Context: an optimization exercise on an open-source flow, tuned for small area. The choices shown serve that exercise and are no tape-out recipe.

Setup of the reference run:
// top
module top(
	input clk, 
	input rst, 
	input [7:0]sw, 
	input [3:0]btn, 
	output [3:0]an, 
	output reg [6:0]seg, 
	output dp, 
	output [7:0]led, 
	output beep 
	);
Settings: LEC_CHECK=0, CAP_MARGIN=0, CORE_MARGIN=2, CORE_UTILIZATION=50, GPL_TIMING_DRIVEN=0, PLACE_DENSITY=0.75, SLEW_MARGIN=0; clock period 12.0 ns.
standard.sh (not shown) runs the stock make flow with config.mk's settings and CLKGATE_MAP_FILE= SYNTH_SCRIPT=/design/flow/synth_recipe.tcl, a recipe that flattens the netlist after the stock synthesis.
==> flow/flow/run.sh <==
#!/bin/bash
# Own flow: the standard synthesis, then its combinational logic re-mapped
# for area by ABC (flip-flop instances untouched), then the standard layout.
# Each tool writes its full output to a log file in this folder.
set -euo pipefail
R=$PWD/orfs/results/$FLOW_PLATFORM/top/base
LIB=$FLOW_HOME/platforms/$FLOW_PLATFORM/lib/sky130_fd_sc_hd__tt_025C_1v80.lib
YOSYS=$FLOW_HOME/../tools/install/yosys/bin/yosys
command -v "$YOSYS" >/dev/null 2>&1 || YOSYS=yosys

bash standard.sh synth > synth_std.log 2>&1
cp $R/1_2_yosys.v netlist_std.v

FFS=$(grep -o "sky130_fd_sc_hd__[a-z]*df[a-z0-9_]*" netlist_std.v | sort -u | tr '\n' ' ')
sed -e "s#@LIB@#$LIB#g" -e "s#@FFS@#$FFS#g" -e "s#@ABC@#$PWD/flow/area.abc#g" \
    -e "s#@IN@#$PWD/netlist_std.v#g" -e "s#@OUT@#$PWD/netlist_resyn.v#g" flow/resyn.ys > resyn.ys
"$YOSYS" -l resyn.log -s resyn.ys > /dev/null 2>&1

cp netlist_resyn.v $R/1_2_yosys.v
rm -f $R/1_synth.odb $R/1_synth.sdc
bash standard.sh synth > synth_odb.log 2>&1
# clock tree: large buffers on clusters of flip-flops, no dummy loads
export CTS_ARGS="-sink_clustering_enable -repair_clock_nets -sink_clustering_size 35 -sink_clustering_max_diameter 70 -buf_list sky130_fd_sc_hd__clkbuf_16 -dont_use_dummy_load"
# small port buffers
export BUFFER_PORTS_ARGS="-buffer_cell sky130_fd_sc_hd__buf_1"
bash standard.sh > layout.log 2>&1
==> flow/flow/area.abc <==
strash
balance -l
resub -K 6 -l
rewrite -l
resub -K 6 -N 2 -l
refactor -l
resub -K 8 -l
balance -l
resub -K 8 -N 2 -l
rewrite -l
resub -K 10 -l
rewrite -z -l
resub -K 10 -N 2 -l
balance -l
resub -K 12 -l
refactor -z -l
resub -K 12 -N 2 -l
rewrite -z -l
balance -l
&get -n
&deepsyn -T 60
&put
dch -f
amap -m
==> flow/flow/resyn.ys <==
# re-map the combinational logic of the standard synthesis netlist
read_liberty -ignore_miss_func @LIB@
read_verilog @IN@
hierarchy -top top
setattr -mod -set keep_hierarchy 1 @FFS@
flatten top
select -module top
opt_clean
abc -liberty @LIB@ -script @ABC@ -dont_use sky130_fd_sc_hd__probe_p_8 -dont_use sky130_fd_sc_hd__probec_p_8 -dont_use *lpflow*
opt_clean -purge
hilomap -singleton -hicell sky130_fd_sc_hd__conb_1 HI -locell sky130_fd_sc_hd__conb_1 LO
splitnets
opt_clean -purge
select -clear
tee -o resyn_stat.txt stat -liberty @LIB@ top
select top
write_verilog -noattr -nohex -nodec -selected @OUT@
The reference run closes out successfully: all stages finished, all timing, DRC and antenna checks passed.
Edits applied to the flow inputs when going from the reference run to the trial run:
diff --git a/flow/design.v b/flow/design.v
--- a/flow/design.v
+++ b/flow/design.v
@@ -420,21 +420,24 @@
 	wire [6:0]t7;
 	wire rise_a,rise_b,rise_c,rise_d,rise_e,sq_f;
 	timebase tb1(clk,rst,t7,rise_a,rise_b,rise_c,rise_d,rise_e,sq_f);
 	reg [1:0]gamestate; 
 	reg [3:0]curr_rec; 
 	reg win;
-	reg [15:0]ans;
+	reg [15:0]ans_n; 
+	wire [15:0]ans=~ans_n;
 	reg edit_rst;
 	reg mem_we;
 	reg gameover_rst;
 	reg guess_wrong;
 	reg [1:0]curr; 
 	reg [15:0]num; 
-	reg [15:0]rnd;
-	reg [15:0]random;
+	reg [15:0]rnd_n; 
+	reg [15:0]random_n; 
+	wire [15:0]rnd=~rnd_n;
+	wire [15:0]random=~random_n;
 	wire nosame_ok=num[3:0]!=num[7:4]&&num[3:0]!=num[11:8]&&num[3:0]!=num[15:12]&&
 		num[7:4]!=num[11:8]&&num[7:4]!=num[15:12]&&num[11:8]!=num[15:12];
 	wire rnd_ok=rnd[3:0]!=rnd[7:4]&&rnd[3:0]!=rnd[11:8]&&rnd[3:0]!=rnd[15:12]&&
 		rnd[7:4]!=rnd[11:8]&&rnd[7:4]!=rnd[15:12]&&rnd[11:8]!=rnd[15:12];
 	wire hit4_now;
 	wire jmem;
@@ -450,13 +453,13 @@
 	always@(posedge clk)
 	begin
 		if(rst)begin
 			gamestate<=0;
 			curr_rec<=0;
 			win<=0;
-			ans<=16'h1234;
+			ans_n<=~16'h1234;
 			edit_rst<=0;
 			mem_we<=0;
 			gameover_rst<=0;
 			guess_wrong<=0;
 		end
 		else if(sw7)begin
@@ -468,13 +471,13 @@
 			guess_wrong<=0;
 			case(gamestate)
 				0:begin
 					if(key_l|key_r|key_i|key_d)begin
 						gamestate<=1;
 						curr_rec<=0;
-						ans<=random;
+						ans_n<=random_n;
 						edit_rst<=1;
 					end
 				end
 				1:begin
 					edit_rst<=0;
 					if(sw1&&~sw0)begin 
@@ -568,30 +571,30 @@
 				3:num[15:12]<=cd_new;
 			endcase
 	end
 	always@(posedge clk)
 	begin
 		if(rst)
-			rnd<=0;
+			rnd_n<=16'hffff;
 		else
 		begin
-			rnd[3:0]<=inc10(rnd[3:0]);
+			rnd_n[3:0]<=~inc10(rnd[3:0]);
 			if(rnd[3:0]==9)
-				rnd[7:4]<=inc10(rnd[7:4]);
+				rnd_n[7:4]<=~inc10(rnd[7:4]);
 			if(rnd[7:0]==8'h99)
-				rnd[11:8]<=inc10(rnd[11:8]);
+				rnd_n[11:8]<=~inc10(rnd[11:8]);
 			if(rnd[11:0]==12'h999)
-				rnd[15:12]<=inc10(rnd[15:12]);
+				rnd_n[15:12]<=~inc10(rnd[15:12]);
 		end
 	end
 	always@(posedge clk)
 	begin
 		if(rst)
-			random<=16'd123;
+			random_n<=~16'd123;
 		else if(rnd_ok)
-			random<=rnd;
+			random_n<=rnd_n;
 	end
 	function [6:0]enc2(input [3:0]a,input [3:0]b);
 		case({a[3],b[3]})
 			2'b00:enc2={1'b0,a[2:0],b[2:0]};
 			2'b10:enc2={3'b100,a[0],b[2:0]};
 			2'b01:enc2={3'b101,b[0],a[2:0]};
Results
From the reference run to the trial run the numbers moved as follows: via count up 58, area after synthesis down about 0.4%. Between the trial run and the reference run, the difference in clock transition time at the flip-flop clock pins of the worst setup and hold paths is negligible. After detailed routing, the reference run needs less wire than the trial run. Area enclosed by the die boundary: the trial run and the reference run compared, lower one is the trial run. The trial run vs the reference run, slowest cell on the critical path: a2111oi_0 vs clkinv_1. Between the trial run and the reference run, the difference in fraction of layout instances using a drive strength above 1 is negligible. Re clock-buffer cell count: the trial run is about 3.2% down on the reference run. Compared the trial run vs the reference run, and largest fanout on the critical path is down in the trial run. The trial run against the reference run: data arrival time of the worst path +0.26 ns; global-route wire length before repair went down; sequential share of layout area now larger; met3 routing resource usage after global routing about even. Compared to the reference run, the trial run shows a narrower setup margin.
No run of this note included a check of the RTL's function; only the layout flow was run.

-- port drivers added, routing unchanged --
The results above use ideal ports. As a check the final layouts listed here were re-extracted and re-timed, cells and wires unchanged.
Step 1 sets driving cells, clkbuf_16 on the clock port and buf_2 on the other inputs (assumed; they add their load-dependent delay and slew).
Step 2 also shifts input and output timing later by t, the mid clock arrival at the registers, as if the neighbouring blocks saw the same clock.
a / b / c = ideal ports / drivers / drivers and shift; a / b = the first two.
run	t (ns)	slack for setup (ns)	slew at the worst register clock pin (ns)
the reference run	0.645	0.672 / 0.616 / 1.261	0.11 / 0.11
the trial run	0.645	0.412 / 0.352 / 0.997	0.12 / 0.12
After both steps setup and hold are still met in every run listed.
